This design comes from an exercise in tuning for small area, a short achievable clock period and few clock cycles on the open sky130 flow, not from production work.
For this run, only the layout was checked, not whether the RTL still works.
Power and IR drop assume default switching activity.

### flow/config.mk
export PLATFORM = sky130hd
export DESIGN_NAME = day02_core
export DESIGN_NICKNAME = day02_core
export VERILOG_FILES = /design/flow/design.v
export SDC_FILE = /design/flow/constraint.sdc
export NUM_CORES = 8
export LEC_CHECK = 0
export ABC_AREA = 1
export CAP_MARGIN = 20
export CORE_MARGIN = 2
export CORE_UTILIZATION = 65
export CTS_CLUSTER_DIAMETER = 100
export CTS_CLUSTER_SIZE = 20
export PLACE_DENSITY = 0.75
export SLEW_MARGIN = 20
### flow/constraint.sdc
create_clock -name core_clock -period 60.0 [get_ports {clk}]
set_input_delay 12.0000 -clock core_clock [delete_from_list [all_inputs] [get_ports {clk}]]
set_output_delay 12.0000 -clock core_clock [all_outputs]
set_load 0.01 [all_outputs]
### flow/design.v
module period_summer (
    input  wire [4:0]  d,
    input  wire [1:0]  t,
    input  wire        ks,
    output wire [64:0] v
);
    assign v =
        ({65{d == 5'd2 && t == 2'd0}} & 65'hb) |
        ({65{d == 5'd3 && t == 2'd0}} & 65'h6f) |
        ({65{d == 5'd4 && t == 2'd0}} & 65'h65) |
        ({65{d == 5'd5 && t == 2'd0}} & 65'h2b67) |
        ({65{d == 5'd6 && t == 2'd0}} & 65'h3e9) |
        ({65{d == 5'd6 && t == 2'd1}} & 65'h2775) |
        ({65{d == 5'd6 && t == 2'd2}} & 65'h1b207) |
        ({65{d == 5'd7 && t == 2'd0}} & 65'h10f447) |
        ({65{d == 5'd8 && t == 2'd0}} & 65'h2711) |
        ({65{d == 5'd9 && t == 2'd0}} & 65'hf4629) |
        ({65{d == 5'd10 && t == 2'd0}} & 65'h186a1) |
        ({65{d == 5'd10 && t == 2'd1}} & 65'h6054ab5) |
        ({65{d == 5'd10 && t == 2'd2}} & 65'h423a35c7) |
        ({65{d == 5'd11 && t == 2'd0}} & 65'h2964619c7) |
        ({65{d == 5'd12 && t == 2'd0}} & 65'hf4241) |
        ({65{d == 5'd12 && t == 2'd1}} & 65'h5f60811) |
        ({65{d == 5'd12 && t == 2'd2}} & 65'h25a112eb5) |
        ({65{d == 5'd13 && t == 2'd0}} & 65'h102b36211c7) |
        ({65{d == 5'd14 && t == 2'd0}} & 65'h989681) |
        ({65{d == 5'd14 && t == 2'd1}} & 65'heb2eb63eb5) |
        ({65{d == 5'd14 && t == 2'd2}} & 65'ha1b01d4b1c7) |
        ({65{d == 5'd15 && t == 2'd0}} & 65'h2540d6aa1) |
        ({65{d == 5'd15 && t == 2'd1}} & 65'he9104f2029) |
        ({65{d == 5'd15 && t == 2'd2}} & 65'h650e124ef1c7) |
        ({65{d == 5'd16 && t == 2'd0}} & 65'h5f5e101) |
        ({65{d == 5'd17 && t == 2'd0}} & 65'h27797f26d671c7) |
        ({65{d == 5'd18 && t == 2'd0}} & 65'h3b9aca01) |
        ({65{d == 5'd18 && t == 2'd1}} & 65'he8d4b45241) |
        ({65{d == 5'd18 && t == 2'd2}} & 65'h38e67b515a029) |
        ({65{d == 5'd3 && t == 2'd3 && ks}} & 65'h3de) |
        ({65{d == 5'd4 && t == 2'd3 && ks}} & 65'h1ffffffffffffe05c) |
        ({65{d == 5'd4 && t == 2'd3 && !ks}} & 65'h2706) |
        ({65{d == 5'd5 && t == 2'd3 && ks}} & 65'hf2238) |
        ({65{d == 5'd5 && t == 2'd3 && !ks}} & 65'h2706) |
        ({65{d == 5'd6 && t == 2'd3 && ks}} & 65'h1ffffffffff77ebac) |
        ({65{d == 5'd6 && t == 2'd3 && !ks}} & 65'h18a1a) |
        ({65{d == 5'd7 && t == 2'd3 && ks}} & 65'h3b12b1c4) |
        ({65{d == 5'd7 && t == 2'd3 && !ks}} & 65'h55ed440) |
        ({65{d == 5'd8 && t == 2'd3 && ks}} & 65'h1fffffffde79025ec) |
        ({65{d == 5'd8 && t == 2'd3 && !ks}} & 65'hb54b536) |
        ({65{d == 5'd9 && t == 2'd3 && ks}} & 65'he6bc350edc) |
        ({65{d == 5'd9 && t == 2'd3 && !ks}} & 65'h1fffffffdbca77baa) |
        ({65{d == 5'd10 && t == 2'd3 && ks}} & 65'h1fffff7cea3677eec) |
        ({65{d == 5'd10 && t == 2'd3 && !ks}} & 65'he473704420) |
        ({65{d == 5'd11 && t == 2'd3 && ks}} & 65'h3854d482c784c) |
        ({65{d == 5'd11 && t == 2'd3 && !ks}} & 65'h1b5ff9e6bc6) |
        ({65{d == 5'd12 && t == 2'd3 && ks}} & 65'h1ffdffe6fccd802ec) |
        ({65{d == 5'd12 && t == 2'd3 && !ks}} & 65'h1ffffa89462c80386) |
        ({65{d == 5'd13 && t == 2'd3 && ks}} & 65'hdc0b523742cc0ac) |
        ({65{d == 5'd13 && t == 2'd3 && !ks}} & 65'h22d493c20e9cda) |
        ({65{d == 5'd14 && t == 2'd3 && ks}} & 65'h182f99a4e642192ec) |
        ({65{d == 5'd14 && t == 2'd3 && !ks}} & 65'h22dcd86676d12e) |
        ({65{d == 5'd15 && t == 2'd3 && ks}} & 65'h1b8c348144228fc6c) |
        ({65{d == 5'd15 && t == 2'd3 && !ks}} & 65'h1f23f3c70cdca4f58) |
        ({65{d == 5'd16 && t == 2'd3 && ks}} & 65'h19ee5b0e524cdd2ec) |
        ({65{d == 5'd16 && t == 2'd3 && !ks}} & 65'h16bc3ca5f687bc4da) |
        ({65{d == 5'd17 && t == 2'd3 && ks}} & 65'h1bab47dd2bfd7f1ec) |
        ({65{d == 5'd17 && t == 2'd3 && !ks}} & 65'h16bc3ca5f687bc4da) |
        ({65{d == 5'd18 && t == 2'd3 && ks}} & 65'ha5e03b106996d2ec) |
        ({65{d == 5'd18 && t == 2'd3 && !ks}} & 65'h1ea8a8882202300fc);
endmodule
module range_summer #(
    parameter W = 65
) (
    input  wire [W-1:0] a,
    input  wire [W-1:0] b,
    input  wire [W-1:0] c,
    input  wire [W-1:0] d,
    input  wire         ci0,
    input  wire         ci1,
    input  wire         ci2,
    output wire [W-1:0] s
);
    wire [W-1:0] s1 = a ^ b ^ c;
    wire [W-1:0] c1 = {(a[W-2:0] & b[W-2:0]) | (a[W-2:0] & c[W-2:0]) | (b[W-2:0] & c[W-2:0]), ci0};
    wire [W-1:0] s2 = s1 ^ c1 ^ d;
    wire [W-1:0] c2 = {(s1[W-2:0] & c1[W-2:0]) | (s1[W-2:0] & d[W-2:0]) | (c1[W-2:0] & d[W-2:0]), ci1};
    bk_add #(.W(W)) u_cpa (.a(s2), .b(c2), .ci(ci2), .s(s));
endmodule
module bk_add #(
    parameter W = 65
) (
    input  wire [W-1:0] a,
    input  wire [W-1:0] b,
    input  wire         ci,
    output wire [W-1:0] s
);
    reg [W-1:0] p, g;
    integer i, j;
    always @(*) begin
        p = a ^ b;
        g = a & b;
        g[0] = g[0] | (p[0] & ci);
        for (i = 1; (1 << i) <= W; i = i + 1)
            for (j = (1 << i) - 1; j < W; j = j + (1 << i)) begin
                g[j] = g[j] | (p[j] & g[j - (1 << (i - 1))]);
                p[j] = p[j] & p[j - (1 << (i - 1))];
            end
        for (i = 6; i > 0; i = i - 1)
            for (j = (1 << i) + (1 << (i - 1)) - 1; j < W; j = j + (1 << i)) begin
                g[j] = g[j] | (p[j] & g[j - (1 << (i - 1))]);
                p[j] = p[j] & p[j - (1 << (i - 1))];
            end
    end
    assign s = a ^ b ^ {g[W-2:0], ci};
endmodule
module day02_core #(
    parameter N_ADDR_BITS = 16
) (
    input  wire                 clk,
    input  wire                 rst,
    input  wire [7:0]           rom_data,
    input  wire                 rom_valid,
    output reg  [N_ADDR_BITS:0] rom_addr,
    output wire [63:0]          part1_result,
    output wire [63:0]          part2_result,
    output reg                  done
);
    reg rst_q;
    reg  [5:0]  rq;         
    reg         vq;         
    reg         hold;       
    reg  [5:0]  skid;
    reg         in_b;       
    reg         eot;        
    reg  [4:0]  dc;         
    reg  [35:0] pdig;       
    reg  [35:0] hist;       
    reg  [9:1]  dec;        
    reg  [9:1]  gt;         
    reg         qa;         
    reg         pm;         
    wire        is_dig = rq[4];
    wire [3:0]  dig    = rq[3:0];
    wire        more   = rq[5];    
    reg         qv;         
    reg  [4:0]  qd;
    reg  [35:0] qp;
    reg  [2:0]  qf;
    reg         qb;
    reg         qpair;      
    reg  [2:0]  qskip;
    reg         busy;
    reg  [4:0]  cd;         
    reg  [35:0] cp;         
    reg  [2:0]  cf;         
    reg         cb;         
    reg         cpair;      
    reg  [2:0]  cskip;      
    reg  [1:0]  t;          
    reg         ph;         
    reg  [3:0]  i;          
    reg  [3:0]  jr;         
    reg  [3:0]  pdq;        
    reg         kp1;        
    reg         kp21;       
    reg  [64:0] r;
    reg  [29:0] pb;         
    reg         bprev;      
    reg  [64:0] acc1;       
    reg  [64:0] accx;       
    assign part1_result = acc1[64:1];
    assign part2_result = accx[64:1];
    function [3:0] tlf;
        input [4:0] d;
        input [1:0] tt;
        begin
            if (tt == 2'd0)
                tlf = (d == 5'd4) ? 4'd2 : (d == 5'd6 || d == 5'd9) ? 4'd3 : (d == 5'd8) ? 4'd4 :
                      (d == 5'd10 || d == 5'd15) ? 4'd5 : (d == 5'd12) ? 4'd6 : (d == 5'd14) ? 4'd7 :
                      (d == 5'd16) ? 4'd8 : (d == 5'd18) ? 4'd9 : 4'd1;
            else if (tt == 2'd1)
                tlf = (d == 5'd15) ? 4'd3 : (d == 5'd12) ? 4'd4 : (d == 5'd18) ? 4'd6 : 4'd2;
            else
                tlf = (d == 5'd12) ? 4'd2 : (d == 5'd18) ? 4'd3 : 4'd1;
        end
    endfunction
    function [3:0] nib;
        input [35:0] v;
        input [3:0]  k;
        begin
            case (k)
                4'd0: nib = v[3:0];
                4'd1: nib = v[7:4];
                4'd2: nib = v[11:8];
                4'd3: nib = v[15:12];
                4'd4: nib = v[19:16];
                4'd5: nib = v[23:20];
                4'd6: nib = v[27:24];
                4'd7: nib = v[31:28];
                default: nib = v[35:32];
            endcase
        end
    endfunction
    function three;
        input [4:0] d;
        three = (d == 5'd6) || (d == 5'd10) || (d == 5'd12) || (d == 5'd14) ||
                (d == 5'd15) || (d == 5'd18);
    endfunction
    function [1:0] nxt;
        input [2:0] sk;
        input [1:0] fr;
        input       th;
        begin
            if (fr == 2'd0 && !sk[0])
                nxt = 2'd0;
            else if (fr <= 2'd1 && th && !sk[1])
                nxt = 2'd1;
            else if (fr <= 2'd2 && th && !sk[2])
                nxt = 2'd2;
            else
                nxt = 2'd3;
        end
    endfunction
    wire [1:0] tn     = nxt(cskip, t + 2'd1, three(cd));
    wire       last_t = (tn == 2'd3);
    wire       half_t = (t == 2'd0) && !cd[0];
    wire       f_t    = (t == 2'd0) ? cf[0] : (t == 2'd1) ? cf[1] : cf[2];
    wire       jl     = (jr == 4'd0);
    wire       adj    = jl && !cpair;         
    wire       sg     = (cpair ? f_t : cb) ^ (t == 2'd2);    
    wire [64:0] tv;
    period_summer u_tab (.d(cd), .t(t), .ks(kp1), .v(tv));
    reg       c_on, c_sh, d_on, d_sh, d_neg;
    always @(*) begin
        c_on = 1'b0; c_sh = 1'b0; d_on = 1'b1; d_sh = 1'b0; d_neg = 1'b0;
        if (adj && !f_t) begin                 
            case (pdq)
                4'd0: d_neg = 1'b1;
                4'd1: d_on = 1'b0;
                4'd2: ;
                4'd3: d_sh = 1'b1;
                4'd4: begin c_on = 1'b1; d_neg = 1'b1; end
                4'd5: begin c_on = 1'b1; d_on = 1'b0; end
                4'd6: c_on = 1'b1;
                4'd7: begin c_on = 1'b1; d_sh = 1'b1; end
                4'd8: begin c_on = 1'b1; c_sh = 1'b1; d_neg = 1'b1; end
                default: begin c_on = 1'b1; c_sh = 1'b1; d_on = 1'b0; end
            endcase
        end else if (adj) begin                
            case (pdq)
                4'd0: ;
                4'd1: d_sh = 1'b1;
                4'd2: begin c_on = 1'b1; d_neg = 1'b1; end
                4'd3: begin c_on = 1'b1; d_on = 1'b0; end
                4'd4: c_on = 1'b1;
                4'd5: begin c_on = 1'b1; d_sh = 1'b1; end
                4'd6: begin c_on = 1'b1; c_sh = 1'b1; d_neg = 1'b1; end
                4'd7: begin c_on = 1'b1; c_sh = 1'b1; d_on = 1'b0; end
                4'd8: begin c_on = 1'b1; c_sh = 1'b1; end
                default: begin c_on = 1'b1; c_sh = 1'b1; d_sh = 1'b1; end
            endcase
        end else begin                         
            case (pdq)
                4'd0: d_on = 1'b0;
                4'd1: ;
                4'd2: d_sh = 1'b1;
                4'd3: begin c_on = 1'b1; d_neg = 1'b1; end
                4'd4: begin c_on = 1'b1; d_on = 1'b0; end
                4'd5: c_on = 1'b1;
                4'd6: begin c_on = 1'b1; d_sh = 1'b1; end
                4'd7: begin c_on = 1'b1; c_sh = 1'b1; d_neg = 1'b1; end
                4'd8: begin c_on = 1'b1; c_sh = 1'b1; d_on = 1'b0; end
                default: begin c_on = 1'b1; c_sh = 1'b1; end
            endcase
        end
    end
    wire [2:0] bw0 = {pb[1:0], bprev};
    wire [2:0] bw1 = pb[3:1];
    wire b0_on  = (bw0 != 3'b000) && (bw0 != 3'b111);
    wire b0_two = (bw0 == 3'b011) || (bw0 == 3'b100);
    wire b0_neg = bw0[2];
    wire b1_on  = (bw1 != 3'b000) && (bw1 != 3'b111);
    wire b1_two = (bw1 == 3'b011) || (bw1 == 3'b100);
    wire b1_neg = bw1[2];
    wire [2:0] bw2 = pb[5:3];
    wire b2_on  = (bw2 != 3'b000) && (bw2 != 3'b111);
    wire b2_two = (bw2 == 3'b011) || (bw2 == 3'b100);
    wire b2_neg = bw2[2];
    wire blast  = (pb[29:5] == 25'd0);         
    wire p0     = busy && !ph && (t != 2'd3);
    wire p1     = busy && ph;
    wire kc     = busy && !ph && (t == 2'd3);  
    wire mrg    = eot && !busy && !qv && !done;
    wire kc1    = kc && kp1;
    wire kc21   = kc && !kp1;
    wire kp1_n  = kp1 && !kc1;
    wire kp21_n = kp21 && !kc21;
    wire to1    = (p1 && half_t) || kc1;
    wire last_cyc = (p1 && blast && last_t && !kp1_n && !kp21_n) || (kc && !(kp1_n || kp21_n));
    wire cready   = !busy || last_cyc;
    wire sep     = vq && !is_dig && !eot;
    wire pairok  = qa && in_b && pm && (dc == qd);
    wire hold_a  = qa && in_b && pm && (!sep || dc == qd);
    wire cload   = qv && cready && !hold_a;   
    wire qfree   = !qv || cload;
    wire pair_tk = sep && pairok;
    wire take    = sep && (pairok || qfree);
    wire stall   = !hold && sep && !(pairok || qfree);
    wire [64:0] xv   = ph ? r : tv;
    wire        uc   = p0 ? c_on  : (p1 && b1_on);
    wire        ucs  = p0 ? c_sh  : b1_two;
    wire        ucn  = p1 && (b1_neg ^ !sg);
    wire        ud   = p0 ? d_on  : ((p1 && b0_on) || kc);
    wire        uds  = p0 ? d_sh  : (p1 && b0_two);
    wire        udn  = p0 ? d_neg : p1 ? (b0_neg ^ !sg) : !cb;
    wire [64:0] oa   = p0 ? r << 3 : (to1 ? acc1 : accx);
    wire        ub2  = p1 && b2_on;
    wire        ubn  = ub2 && (b2_neg ^ !sg);
    wire [64:0] ob   = p0 ? r << 1 : ub2 ? (b2_two ? r << 5 : r << 4) :
                       mrg ? acc1 : 65'd0;
    wire [64:0] oc   = uc ? (ucs ? xv << 3 : xv << 2) : 65'd0;
    wire [64:0] od   = ud ? (uds ? xv << 1 : xv) : 65'd0;
    wire        ncn  = uc && ucn;
    wire        ndn  = ud && udn;
    wire [64:0] sum;
    range_summer #(.W(65)) u_add (
        .a(oa), .b(ubn ? ~ob : ob), .c(ncn ? ~oc : oc), .d(ndn ? ~od : od),
        .ci0(ubn), .ci1(ncn), .ci2(ndn), .s(sum));
    wire [29:0] pbn;
    range_summer #(.W(30)) u_pb (
        .a(pb << 3), .b(pb << 1), .c({26'd0, pdq}), .d(30'd0),
        .ci0(1'b0), .ci1(1'b0), .ci2(1'b0), .s(pbn));
    integer li;
    always @(posedge clk) begin
        rst_q <= rst;
        hist  <= {hist[31:0], dig};
        r     <= p0 ? sum : (p1 && !blast) ? (r << 6) : 65'd0;
        pb    <= p0 ? ((jl && cpair) ? 30'd2 : pbn) : (p1 && !blast) ? (pb >> 6) : 30'd0;
        bprev <= p1 && pb[5];
        if (rst) begin
            rom_addr <= 0;
        end else if (rst_q) begin
            rom_addr <= 1;
        end else if (!vq || (!eot && (is_dig || take))) begin
            rom_addr <= rom_addr + 1'b1;
        end
        if (rst_q) begin
            qa   <= 1'b0;
            vq   <= 1'b0;
            hold <= 1'b0;
            in_b <= 1'b0;
            eot  <= 1'b0;
            dc   <= 5'd0;
            dec  <= 9'd0;
        end else begin
            if (stall) begin
                hold <= 1'b1;
                skid <= rom_data[5:0];
            end
            if (!vq || (!eot && (is_dig || take))) begin
                rq   <= hold ? skid : rom_data[5:0];
                vq   <= 1'b1;
                hold <= 1'b0;
            end
            if (cload) qa <= 1'b0;
            if (vq && !eot && is_dig) begin
                dc   <= dc + 5'd1;
                if ((dc < {1'b0, tlf(qd, 2'd0)} && dig != nib(qp, dc[3:0])) || dc == qd)
                    pm <= 1'b0;
                if (dc < 5'd9) pdig[dc*4 +: 4] <= dig;
                for (li = 1; li <= 9; li = li + 1) begin
                    if (!dec[li] && dc >= li && dig != hist[(li-1)*4 +: 4]) begin
                        dec[li] <= 1'b1;
                        gt[li]  <= dig > hist[(li-1)*4 +: 4];
                    end
                end
            end
            if (take) begin
                dc   <= 5'd0;
                dec  <= 9'd0;
                in_b <= !in_b;
                if (in_b && !more) eot <= 1'b1;
                qa   <= !in_b && (dc != 5'd1);
                pm   <= 1'b1;
            end
        end
        if (rst_q) begin
            qv <= 1'b0;
        end else begin
            if (cload) qv <= 1'b0;
            if (pair_tk) begin
                qpair <= 1'b1;
                for (li = 0; li < 3; li = li + 1) begin
                    qf[li]    <= dec[tlf(dc, li)] ? gt[tlf(dc, li)] : 1'b1;
                    qskip[li] <= (dec[tlf(dc, li)] ? gt[tlf(dc, li)] : 1'b1) == qf[li];
                end
            end else if (take && dc != 5'd1) begin
                qv    <= 1'b1;
                qd    <= dc;
                qp    <= pdig;
                for (li = 0; li < 3; li = li + 1)
                    qf[li] <= dec[tlf(dc, li)] ? gt[tlf(dc, li)] : in_b;
                qb    <= in_b;
                qpair <= 1'b0;
                qskip <= 3'd0;
            end
        end
        if (rst_q) begin
            busy <= 1'b0;
            acc1 <= 65'd0;
            accx <= 65'd0;
        end else begin
            if (p1 || kc || mrg) begin
                if (to1) acc1 <= sum;
                else     accx <= sum;
            end
            kp1  <= kp1_n;
            kp21 <= kp21_n;
            if (p0) begin
                i   <= i + 4'd1;
                jr  <= jr - 4'd1;
                pdq <= nib(cp, i + 4'd1);
                if (jl) ph <= 1'b1;
            end
            if (p1) begin
                if (blast) begin
                    ph  <= 1'b0;
                    i   <= 4'd0;
                    jr  <= tlf(cd, tn) - 4'd1;
                    pdq <= cp[3:0];
                    t   <= tn;
                end
            end
            if (last_cyc) busy <= 1'b0;
            if (cload) begin
                busy  <= (nxt(qskip, 2'd0, three(qd)) != 2'd3);
                cd    <= qd;
                cp    <= qp;
                cf    <= qf;
                cb    <= qb;
                cpair <= qpair;
                cskip <= qskip;
                t     <= nxt(qskip, 2'd0, three(qd));
                ph    <= 1'b0;
                i     <= 4'd0;
                jr    <= tlf(qd, nxt(qskip, 2'd0, three(qd))) - 4'd1;
                pdq   <= qp[3:0];
                kp1   <= !qpair && (qd >= 5'd3);
                kp21  <= !qpair && (qd >= 5'd4);
            end
        end
        if (rst || rst_q) done <= 1'b0;
        else if (mrg) done <= 1'b1;
    end
endmodule
### flow/flow/run.sh
#!/bin/bash
# The standard layout (standard.sh), with two changes:
#  - after the standard synthesis, OpenROAD's restructure re-maps the logic
#    between the registers for area (flow/restructure.tcl), with a copy of the
#    platform library that leaves out its don't-use cells (flow/filter_lib.py);
#  - buf_2 cells as the port buffers.
# Each tool's output goes to its own log in this folder.
set -eo pipefail
export BUFFER_PORTS_ARGS="-buffer_cell sky130_fd_sc_hd__buf_2"
bash standard.sh synth > standard_synth.log 2>&1
export RESULTS=$PWD/orfs/results/sky130hd/day02_core/base
export LIB=$FLOW_HOME/platforms/sky130hd/lib/sky130_fd_sc_hd__tt_025C_1v80.lib
export LIB_RS=$PWD/restructure_lib.lib
python3 flow/filter_lib.py "$LIB" "$LIB_RS" '*__lpflow_*' '*__probe*' '*__fill_*' \
    '*__dlygate*' '*__dlymetal*' '*__clkdly*' > filter_lib.log 2>&1
mkdir -p restructure_work
export WORK=$PWD/restructure_work
openroad -no_init -exit flow/restructure.tcl > restructure.log 2>&1
bash standard.sh > standard.log 2>&1
### flow/flow/filter_lib.py
#!/usr/bin/env python3
# Writes a copy of a liberty file without the cells whose names match the given
# glob patterns (the platform's don't-use cells), for restructure/ABC.
import sys, fnmatch
src, dst, pats = sys.argv[1], sys.argv[2], sys.argv[3:]
text = open(src).read()
out = []
pos = 0
while True:
    i = text.find('cell (', pos)
    if i < 0:
        out.append(text[pos:])
        break
    # start of the line holding the cell group
    ls = text.rfind('\n', 0, i) + 1
    name = text[i + 6:text.find(')', i)].strip().strip('"')
    j = text.find('{', i)
    depth, k = 1, j + 1
    while depth:
        c = text[k]
        if c == '{':
            depth += 1
        elif c == '}':
            depth -= 1
        k += 1
    out.append(text[pos:ls])
    if not any(fnmatch.fnmatch(name, p) for p in pats):
        out.append(text[ls:k])
    pos = k
open(dst, 'w').write(''.join(out))
### flow/flow/restructure.tcl
# Area recovery on the synthesized netlist: OpenROAD's restructure re-maps the
# combinational logic between registers with ABC (the registers are untouched).
# ABC maps to $::env(LIB_RS), the platform library less its don't-use cells.
set results $::env(RESULTS)
read_db $results/1_synth.odb
read_liberty $::env(LIB)
read_sdc $results/1_synth.sdc
report_design_area
restructure -liberty_file $::env(LIB_RS) -target area \
    -tielo_port sky130_fd_sc_hd__conb_1/LO -tiehi_port sky130_fd_sc_hd__conb_1/HI \
    -work_dir $::env(WORK)
report_design_area
write_db $results/1_synth.odb
### flow/standard.sh
#!/bin/bash
# synth_recipe.tcl (not shown) runs the flow's synth.tcl, then flattens the netlist and writes it again
# the make line also repeats each setting of config.mk as NAME=value (left out here)
make -C /OpenROAD-flow-scripts/flow DESIGN_CONFIG=/design/flow/config.mk WORK_HOME=/design/flow/orfs CLKGATE_MAP_FILE= SYNTH_SCRIPT=/design/flow/synth_recipe.tcl "${@:-finish}"
==> reports/metrics.yaml <==
status: "no timing/DRC/antenna violations"
final_cell_area_um2: 35800
clock_path_buffers: 3
place.port_buffers: 153
overflow: 0
gp_congestion: 1.16
post_cts_buffers: 0
num_io_pins: 157
clock_power_share: 0.271
critical-path-max-stage-delay_ps: 450
crit_arrival_ps: 1240
grt_max_degree: 178
die_w_um: 230
track_usage: 0.420
layout.nets: 4276
n_fill_cell: 3985
dp.cells: 4905
worst_pin_slew_ps: 1220
initialDrtViolationCount: 4929
rrSetupSlack_ps: 47400
ys_warn_count: 3
grt_pass1_wl_mm: 179
power_leakage_nw: 11.9
core_um2: 50300
cp_num_buf_inv: 1
postCtsHoldBufs: 0
rsz0062_at_grt: "no"
fin_worst_skew_ps: 26.0
row_count: 82
relSlewSlack: 0.178
slew_viol_final: 0
setup_violations: 0
crit_type: "register to primary output"
h-tree-depth: 1
insertion_delay_ps: 640
via_per_inst: 7.31
syn_inst: 4151
numCtsBuffers: 30
startpoint_type: "register"
seq_power_share: 0.473
pwr-share-comb: 0.256
crit_family: "flip-flops"
die_y_um: 230
vdd_drop_max_mv: 0.0353
intPower_mw: 0.523
avgSynthCellArea_um2: 7.99
slowest_stage: "dfxtp_1"
cts_resized: 0
dp_hpwl_mm: 81.5
stdcell_count: 4958
syn_area_um2: 33200
hold_viol: 0
crit_fanout: 4
route.vias.total: 36200
post_drt_wl_per_cell_um: 23.6
first_global_vias: 32100
hp-class: "register to register"
dieArea_um2: 52800
drc: 0
cts.sinks: 488
cts_root_buffer: "clkbuf_16"
firstDrtPassIters: 9
synth_fp_nets: 4162
area_growth_syn_to_layout_pct: 7.94
multiInputGateArea_um2: 20300
min_period_over_period: 0.221
p_per_area_nw_per_um2: 22.0
max_clock_freq_ghz: 0.0755
antenna_found_initial: 2
drive_above_1_share: 0.0635
postRouteAntennaNets: 0
drt-total-wl_mm: 117
setup_tns_ps: 0
cts_tree: "done"
seq_area_um2: 11500
p_sw_mw: 0.263
end_kind: "primary output"
clk_pin_slew_ps: 80
required_ps: 48000
max-cap-violations: 0
placed_cell_area_um2: 34900
fin_crit_ps: 13240
path_cells: "buf_2"
start_util: 0.659
swShare: 0.335
-- final cells by class --
type / count / share of cell area
Multi-Input combinational cell: 3260 / 0.567
Sequential cell: 488 / 0.321
Timing Repair Buffer: 211 / 0.0343
Inverter: 274 / 0.0289
Tap cell: 672 / 0.0235
Clock buffer: 43 / 0.0223
Clock inverter: 7 / 0.00217
Antenna cell: 3 / 0.000210
-- sequential cells by signal (all words and copies together), names as in the netlist, 2 cells and up, named ones only --
| name | flops |
|---|---|
| r | 65 |
| dc | 5 |
| qf | 3 |
| pdq | 4 |
| cskip | 3 |
| acc1 | 65 |
| qd | 5 |
| cf | 3 |
| pb | 30 |
| jr | 4 |
| cd | 5 |
| hist | 36 |
| skid | 6 |
| gt | 9 |
| i | 4 |
| t | 2 |
| rom_addr | 17 |
| pdig | 36 |
| qp | 36 |
| qskip | 3 |
| accx | 65 |
| dec | 9 |
| cp | 36 |
| rq | 6 |
-- worst reg2reg max path, delay by kind of cell, from the launching register on --
family	cells	cell delay [ps]
xor gates and xnor gates	2	480
and+or+nand+nor	6	1080
DFF	1	420
buffers and inverters	14	4550
AOI/OAI and AO/OA	19	6000
-- per-layer routing --
metal  vias up  GRT usage  share of wire
met4         4      0.156          0.044
met1     16600      0.579           0.40
met3       470      0.109           0.14
met2      2644      0.633           0.42
li1      16500          -              -
met5         -          0        0.00019
-- metrics by stage --
| step | setup WS [ps] | util | power (mW) | hold WS, ps |
|---|---|---|---|---|
| after floorplan | 35200 | - | 0.523 | 351 |
| after global placement | 47280 | 0.694 | 0.564 | 356 |
| after detailed placement | 47240 | 0.694 | 0.571 | 359 |
| after CTS | 46750 | 0.712 | 0.778 | 363 |
| after global routing | 46730 | 0.712 | 0.817 | 370 |
| final | 46760 | 0.712 | 0.786 | 364 |
-- cells in the final DEF (no fill, tap or decap), drive strengths merged, types with 70 or more instances in the layout --
master and count:
clkinv 271, or3 75, o22a 189, o22ai 486
nand2 204, and2 120, nor2 621, or4 70
xor2 72, a21oi 163, o21ai 275, o2bb2ai 101
dfxtp 315, edfxtp 173, buf 211, a2bb2oi 227
-- power groups by stage --
stage	Clock [mW]	Combinational (mW)	Sequential, mW
floorplan	0	0.148	0.375
global placement	0	0.187	0.378
detailed placement	0	0.193	0.378
CTS	0.214	0.194	0.371
global route	0.226	0.218	0.373
finish	0.213	0.201	0.372
-- final timing paths --
check,from,endpoint,cells past startpoint
worst min-delay path,hist[25]$_DFF_P_,hist[29]$_DFF_P_,0
worst max register to register,t[0]$_DFFE_PP_,accx[63]$_SDFFE_PP0P_,41
worst min register to register,hist[25]$_DFF_P_,hist[29]$_DFF_P_,0
worst max-delay path,acc1[22]$_SDFFE_PP0P_,part1_result[21],1

[what the ideal ports hide]
How much do the figures lean on ideal ports? The routed layout below was timed once more, with nothing changed but the port constraints. Step 1 assumes that a clkbuf_16 drives the clock port and a buf_2 every other input. Step 2 also shifts input and output timing later by t, the mid clock arrival at the registers, as if the neighbouring blocks saw the same clock. Slacks: ideal ports / drivers / drivers and shift; pairs: ideal ports / drivers.
shift t [ns]: 0.686
setup slack, ns: 46.760 / 46.696 / 47.227
worst slew at a driven data input, ns: 0.03
After both steps this run still meets setup and hold. The setup slack of this run moves by -0.064 ns with the drivers and by +0.467 ns with both steps.
